This is an optimization exercise on Yosys and OpenROAD, whose aim is small area, a short achievable clock period and few clock cycles per item, not a production implementation.
In this exercise RTL edits were held to simulation tests only and were not proved equivalent to the original.
Power is estimated from default activity; no workload was simulated.

==> inputs of run F <==
==> flow/design.v <==
`timescale 1ns / 1ps
module Alu (
		input [31:0] a,
		input [31:0] bx,
		input sub,
		input [1:0] sel,
		input unsignedCompare,
		input [1:0] logicOp,
		input isLui,
		input [1:0] shiftOp,
		input [4:0] shiftAmount,
		output [31:0] sum,
		output [31:0] result
	);
	wire [31:0] b = bx;
	wire b31 = bx[31] ^ sub;
	wire [32:0] full = {1'b0, a} + {1'b0, bx} + {32'b0, sub};
	assign sum = full[31:0];
	wire lessSigned = (a[31] != b31) ? a[31] : full[31];
	wire lessUnsigned = ~full[32];
	wire less = unsignedCompare ? lessUnsigned : lessSigned;
	reg [31:0] logicResult;
	always @(*) begin
		case (logicOp)
			2'd0: logicResult = a & b;
			2'd1: logicResult = a | b;
			2'd2: logicResult = a ^ b;
			default: logicResult = isLui ? {b[15:0], 16'b0} : ~(a | b);
		endcase
	end
	function [31:0] reverse(input [31:0] x);
		integer k;
		for (k = 0; k < 32; k = k + 1)
			reverse[k] = x[31 - k];
	endfunction
	wire shiftLeft = !shiftOp[1];
	wire [31:0] shiftIn = shiftLeft ? reverse(b) : b;
	wire shiftFill = shiftOp[0] && shiftOp[1] && b[31];
	wire [63:0] shifted = {{32{shiftFill}}, shiftIn} >> shiftAmount;
	wire [31:0] shiftResult = shiftLeft ? reverse(shifted[31:0]) : shifted[31:0];
	assign result =
			sel == 2'd0 ? sum
			: sel == 2'd1 ? {31'b0, less}
			: sel == 2'd2 ? logicResult
			: shiftResult;
endmodule
`timescale 1ns / 1ps
module RegisterFile (
		input clock,
		input reset,
		input [4:0] readAddressA,
		output [31:0] readDataA,
		input [4:0] readAddressB,
		output [31:0] readDataB,
		input shouldWrite,
		input [4:0] writeAddress,
		input [31:0] writeData,
		input [4:0] debug_addr,
		output [31:0] debug_data
	);
	reg [31:0] registers [1:31];
	reg [31:1] valid;
	wire [31:0] validAll = {valid, 1'b0};
	always @(posedge clock) begin
		if (shouldWrite && writeAddress != 0)
			registers[writeAddress] <= writeData;
	end
	always @(posedge clock) begin
		if (reset)
			valid <= 0;
		else if (shouldWrite && writeAddress != 0)
			valid[writeAddress] <= 1'b1;
	end
	assign readDataA = validAll[readAddressA] ? registers[readAddressA] : 32'b0;
	assign readDataB = validAll[readAddressB] ? registers[readAddressB] : 32'b0;
	wire [31:0] debugOr [0:31];
	assign debugOr[0] = 32'b0;
	genvar i;
	generate
		for (i = 1; i < 32; i = i + 1) begin : d
			wire select = debug_addr == i && valid[i];
			assign debugOr[i] = debugOr[i - 1] | ({32{select}} & registers[i]);
		end
	endgenerate
	assign debug_data = debugOr[31];
endmodule
`timescale 1ns / 1ps
module cache #(parameter W = 2) (
		input clock,
		input reset,
		input isLoad,
		input isStore,
		input [11:2] addr,
		input [31:0] storeData,
		output loadHit,
		output [31:0] loadData,
		output storeWait,
		output dmem_cs,
		output dmem_we,
		output [31:0] dmem_addr,
		output [31:0] dmem_wdata,
		input dmem_ack,
		input [31:0] dmem_rdata
	);
	reg [31:0] line [0:(1 << W) - 1];
	reg [(1 << W) - 1:0] lineValid;
	reg [11:W + 2] lineTag;
	reg filling;
	reg [W - 1:0] fillWord;
	reg storePending;
	reg [11:2] storeAddr;
	reg [31:0] storeBuf;
	reg [3:0] ackCount;
	wire [W - 1:0] word = addr[W + 1:2];
	wire tagEqual = lineTag == addr[11:W + 2];
	wire bufferHit = tagEqual && lineValid[word];
	wire busAccess = !storePending && (isLoad || isStore);
	wire busFill = !storePending && !isLoad && !isStore && filling;
	wire fillAck = dmem_ack && busFill;
	wire loadAck = dmem_ack && busAccess && isLoad;
	assign loadHit = bufferHit || loadAck;
	assign loadData = bufferHit ? line[word] : dmem_rdata;
	wire loadMiss = isLoad && !bufferHit;
	wire storeDone = storePending && dmem_ack;
	assign storeWait = storePending && !dmem_ack;
	wire storeIssue = isStore && !storeWait;
	wire storeBuffered = storeIssue && !(busAccess && dmem_ack);
	assign dmem_cs = !reset && ackCount != 4'd9;
	assign dmem_we = storePending || busAccess && isStore;
	assign dmem_addr = {20'b0,
			storePending ? storeAddr : busAccess ? addr : {lineTag, fillWord},
			2'b00};
	assign dmem_wdata = storePending ? storeBuf : storeData;
	wire [(1 << W) - 1:0] fillBit = 1 << fillWord;
	wire [(1 << W) - 1:0] wordBit = 1 << word;
	always @(posedge clock) begin
		if (reset || !dmem_cs)
			ackCount <= 0;
		else if (dmem_ack)
			ackCount <= ackCount + 4'd1;
	end
	always @(posedge clock) begin
		if (fillAck)
			line[fillWord] <= dmem_rdata;
		else if (loadAck)
			line[word] <= dmem_rdata;
	end
	always @(posedge clock) begin
		if (reset) begin
			lineValid <= 0;
			filling <= 0;
		end else if (isLoad && loadHit && &word) begin
			lineTag <= addr[11:W + 2] + 1'b1;
			filling <= 1;
			lineValid <= 0;
			fillWord <= 0;
		end else if (loadMiss) begin
			lineTag <= addr[11:W + 2];
			filling <= 1;
			lineValid <= (tagEqual ? lineValid : 0) | (loadAck ? wordBit : 0);
			fillWord <= loadAck ? word + 1'b1 : word;
		end else begin
			if (fillAck) begin
				lineValid <= lineValid | fillBit;
				fillWord <= fillWord + 1'b1;
				if (&(lineValid | fillBit))
					filling <= 0;
			end
			if (storeIssue && tagEqual)
				lineValid <= lineValid & ~wordBit;
		end
	end
	always @(posedge clock) begin
		if (reset)
			storePending <= 0;
		else if (storeBuffered)
			storePending <= 1;
		else if (storeDone)
			storePending <= 0;
	end
	always @(posedge clock) begin
		if (storeBuffered) begin
			storeAddr <= addr;
			storeBuf <= storeData;
		end
	end
endmodule
`timescale 1ns / 1ps
module Cpu (
		input clock,
		input reset,
		output [31:0] imem_addr,
		input [31:0] imem_data,
		output dmem_cs,
		output dmem_we,
		output [31:0] dmem_addr,
		output [31:0] dmem_wdata,
		input dmem_ack,
		input [31:0] dmem_rdata,
		input wire [4:0] debug_addr,
		output wire [31:0] debug_data
	);
	reg [31:0] pc;
	assign imem_addr = pc;
	wire [31:0] fetched = imem_data;
	wire [5:0] op = fetched[31:26];
	wire [4:0] rs = fetched[25:21];
	wire [4:0] rt = fetched[20:16];
	wire [4:0] rd = fetched[15:11];
	wire [5:0] fn = fetched[5:0];
	wire [15:0] imm = fetched[15:0];
	wire fetchJump = op[5:1] == 5'b00001;
	wire [31:0] pc4 = pc + 32'd4;
	wire [31:0] jumpTarget = {pc4[31:28], fetched[25:0], 2'b00};
	wire [31:0] branchTarget = pc4 + {{14{imm[15]}}, imm, 2'b00};
	wire isR = op == 6'b000000;
	wire isJr = isR && fn == 6'b001000;
	wire isImm = op[5:3] == 3'b001;
	wire isJal = op == 6'b000011;
	wire zeroExtend = isImm && (op[2] || op[1:0] == 2'b11);
	wire [31:0] immediate = {zeroExtend ? 16'b0 : {16{imm[15]}}, imm};
	wire sub = isR ? (fn[5] && !fn[2] && fn[1]) : (isImm && op[1] && !op[2]);
	wire [1:0] sel =
			isR ? (!fn[5] ? 2'd3 : fn[2] ? 2'd2 : fn[3] ? 2'd1 : 2'd0)
			: isImm ? (op[2] ? 2'd2 : op[1] ? 2'd1 : 2'd0)
			: 2'd0;
	wire [31:0] rsRead;
	wire [31:0] rtRead;
	wire writeEnable;
	wire [31:0] writeData;
	reg [4:0] writeAddress;
	wire forwardRs = writeEnable && writeAddress == rs && rs != 0;
	wire forwardRt = writeEnable && writeAddress == rt && rt != 0;
	wire [31:0] rsNext = forwardRs ? writeData : rsRead;
	wire [31:0] rtNext = forwardRt ? writeData : rtRead;
	wire equal = rsNext == rtNext;
	wire taken = (op == 6'b000100 && equal) || (op == 6'b000101 && !equal);
	wire [31:0] nextPc = isJr ? rsNext : fetchJump ? jumpTarget : taken ? branchTarget : pc4;
	reg valid;
	reg [31:0] rsValue;
	reg [31:0] rtValue;
	reg [31:0] bValue;
	reg [4:0] shiftAmount;
	reg subtract;
	reg [1:0] aluSelect;
	reg unsignedCompare;
	reg [1:0] logicOp;
	reg isLui;
	reg [1:0] shiftOp;
	reg loadOp;
	reg storeOp;
	reg jalOp;
	reg writes;
	wire [31:0] sum;
	wire [31:0] aluResult;
	Alu alu (
		.a(rsValue),
		.bx(bValue),
		.sub(subtract),
		.sel(aluSelect),
		.unsignedCompare(unsignedCompare),
		.logicOp(logicOp),
		.isLui(isLui),
		.shiftOp(shiftOp),
		.shiftAmount(shiftAmount),
		.sum(sum),
		.result(aluResult)
	);
	wire isLoad = valid && loadOp;
	wire isStore = valid && storeOp;
	wire loadHit;
	wire [31:0] loadData;
	wire storeWait;
	cache dataMemory (
		.clock(clock),
		.reset(reset),
		.isLoad(isLoad),
		.isStore(isStore),
		.addr(sum[11:2]),
		.storeData(rtValue),
		.loadHit(loadHit),
		.loadData(loadData),
		.storeWait(storeWait),
		.dmem_cs(dmem_cs),
		.dmem_we(dmem_we),
		.dmem_addr(dmem_addr),
		.dmem_wdata(dmem_wdata),
		.dmem_ack(dmem_ack),
		.dmem_rdata(dmem_rdata)
	);
	wire stall = (isLoad && !loadHit) || (isStore && storeWait);
	assign writeEnable = valid && (writes || (loadOp && loadHit));
	assign writeData = jalOp ? bValue : loadOp ? loadData : aluResult;
	RegisterFile registerFile (
		.clock(clock),
		.reset(reset),
		.readAddressA(rs),
		.readDataA(rsRead),
		.readAddressB(rt),
		.readDataB(rtRead),
		.shouldWrite(writeEnable),
		.writeAddress(writeAddress),
		.writeData(writeData),
		.debug_addr(debug_addr),
		.debug_data(debug_data)
	);
	always @(posedge clock) begin
		if (reset) begin
			pc <= 0;
			valid <= 0;
		end else if (!stall) begin
			pc <= nextPc;
			valid <= 1;
		end
	end
	always @(posedge clock) begin
		if (!stall) begin
			rsValue <= rsNext;
			rtValue <= rtNext;
			bValue <= isJal ? pc4 : (isR ? rtNext : immediate) ^ {32{sub}};
			shiftAmount <= fn[2] ? rsNext[4:0] : fetched[10:6];
			subtract <= sub;
			aluSelect <= sel;
			unsignedCompare <= isR ? fn[0] : op[0];
			logicOp <= isR ? fn[1:0] : op[1:0];
			isLui <= !isR;
			shiftOp <= fn[1:0];
			loadOp <= op == 6'b100011;
			storeOp <= op == 6'b101011;
			jalOp <= isJal;
			writes <= (isR && !isJr) || isImm || isJal;
			writeAddress <= isJal ? 5'd31 : isR ? rd : rt;
		end
	end
endmodule
==> flow/run.sh <==
#!/bin/bash
# synth_recipe.tcl (not shown) runs the flow's synth.tcl, then flattens the netlist and writes it again
# the make line also repeats each setting of config.mk as NAME=value (left out here)
make -C /OpenROAD-flow-scripts/flow DESIGN_CONFIG=/design/flow/config.mk WORK_HOME=/design/flow/orfs CLKGATE_MAP_FILE= SYNTH_SCRIPT=/design/flow/synth_recipe.tcl finish
==> flow/config.mk <==
export PLATFORM = sky130hd
export DESIGN_NAME = Cpu
export DESIGN_NICKNAME = Cpu
export VERILOG_FILES = /design/flow/design.v
export SDC_FILE = /design/flow/constraint.sdc
export NUM_CORES = 4
export LEC_CHECK = 0
export CAP_MARGIN = 20
export CORE_MARGIN = 2
export CORE_UTILIZATION = 40
export PLACE_DENSITY = 0.6
export SETUP_SLACK_MARGIN = 5
export SLEW_MARGIN = 20
==> flow/constraint.sdc <==
create_clock -name core_clock -period 15.0 [get_ports {clock}]
set_input_delay 3.0000 -clock core_clock [delete_from_list [all_inputs] [get_ports {clock}]]
set_output_delay 3.0000 -clock core_clock [all_outputs]
set_load 0.01 [all_outputs]
==> run X (differences from run F) <==
==> flow/design.v, changed modules only <==
module RegisterFile (
		input clock,
		input reset,
		input [4:0] readAddressA,
		output [31:0] readDataA,
		input [4:0] readAddressB,
		output [31:0] readDataB,
		input shouldWrite,
		input [4:0] writeAddress,
		input [31:0] writeData,
		input [4:0] debug_addr,
		output [31:0] debug_data
	);
	reg [31:0] registers [1:31];
	reg [31:1] valid;
	wire [31:0] validAll = {valid, 1'b0};
	always @(posedge clock) begin
		if (shouldWrite && writeAddress != 0)
			registers[writeAddress] <= writeData;
	end
	always @(posedge clock) begin
		if (reset)
			valid <= 0;
		else if (shouldWrite && writeAddress != 0)
			valid[writeAddress] <= 1'b1;
	end
	assign readDataA = validAll[readAddressA] ? registers[readAddressA] : 32'b0;
	assign readDataB = validAll[readAddressB] ? registers[readAddressB] : 32'b0;
	assign debug_data = validAll[debug_addr] ? registers[debug_addr] : 32'b0;
endmodule
==> flow/flow/run.sh (new file) <==
#!/bin/bash
set -euo pipefail
export SETUP_SLACK_MARGIN=7
bash standard.sh finish > standard_flow.log 2>&1
==> flow/standard.sh (new file) <==
#!/bin/bash
# synth_recipe.tcl (not shown) runs the flow's synth.tcl, then flattens the netlist and writes it again
# the make line also repeats each setting of config.mk as NAME=value (left out here)
make -C /OpenROAD-flow-scripts/flow DESIGN_CONFIG=/design/flow/config.mk WORK_HOME=/design/flow/orfs CLKGATE_MAP_FILE= SYNTH_SCRIPT=/design/flow/synth_recipe.tcl "${@:-finish}"
CORE_UTILIZATION = 50   (was 40)
CTS_BUF_LIST = sky130_fd_sc_hd__clkbuf_8   (was not set)
CTS_CLUSTER_SIZE = 30   (was not set)
PLACE_DENSITY = 0.68   (was 0.6)
SETUP_SLACK_MARGIN = not set   (was 5)
removed: flow/run.sh
==> comparison <==
Against run X, the routed wire length of run F is higher by 7.5%.
Worst setup slack: run F is worse than run X (1.9 ns).
Design area: run F is smaller than run X (3.0%).
Against run F, the non-clock buffer count of run X is higher by 70.
Area after synthesis: run F is lower than run X (about 2.3%).
Of run X and run F, run X has the higher combinational power (gap 18%, measured against run F).
Against run F, the utilization of run X is higher by 12 points.
Of run F and run X, run F has the higher clock power (gap about 20%, measured against run X).
Of run F and run X, run F has the higher die area (gap 22%, measured against run X).
==> figures <==
| item | run X | run F |
|---|---|---|
| Result of the run | complete, no violations | complete, no violations |
| Internal power contribution | 6.77 mW | 7.32 mW |
| Power density over the cells | 103 nW/um2 | 111 nW/um2 |
| Beginning of the worst register-to-register path | shiftAmount[2] | bValue[0] |
| Number of antenna violations at the first check in global routing | 20 | 33 |
| Post-layout utilization of the core | 0.571 | 0.454 |
| Sequential cell fraction of total power | 0.455 | 0.447 |
| Non-clock inverter count | 178 | 167 |
| Met3 layer usage reported by global route | 0.112 | 0.114 |
| Metal2 WL | 151,000 um | 158,000 um |
| Critical-path maximum fanout | 7 | 18 |
| Post-CTS repair timing setup buffer count | 51 | 0 |
| Proportion of power drawn by combinational gates | 0.220 | 0.178 |
| GR Layer Usage met1 | 0.478 | 0.413 |
| Max incr delay on CP | 0.54 ns | 1.05 ns |
| Iteration-0 DRC count of the detailed router | 10,300 | 12,900 |
| Destination of the critical timing path | debug_data[30] | debug_data[18] |
| Number of flip-flops under the largest register name | 992 | 1,024 |
| DIE AREA | 172,000 um2 | 210,000 um2 |
| Multi-input combinational area share | 0.443 | 0.420 |
Testbench counts of run F, summed over its fixed seeds: cycles 71,445, instrs 67,724.
Testbench counts of run X, summed over its fixed seeds: cycles 71,445, instrs 67,724.

[separate check: timing with driven ports]
How much do the figures lean on ideal ports? The routed layouts below were timed once more, with nothing changed but the port constraints.
Step 1, drivers: a clkbuf_16 drives clock and a buf_2 each remaining input, both assumed.
Step 2 also shifts input and output timing later by t, the mid clock arrival at the registers, as if the neighbouring blocks saw the same clock.
Three values: no drivers, after step 1, after step 2; two values: the first two.
| run | t (ns) | slack for setup (ns) | hold WS [ns] | worst data-port slew with drivers (ns) |
|---|---|---|---|---|
| run F | 0.894 | 4.973 / 4.951 / 4.353 | 0.446 / 0.446 / 0.446 | 0.17 |
| run X | 1.054 | 6.825 / 6.246 / 5.883 | 0.443 / 0.443 / 0.443 | 0.69 |
After both steps every run listed still meets setup and hold. The setup slack of run X, which loses most, moves by -0.579 ns with the drivers and by -0.942 ns with both steps.
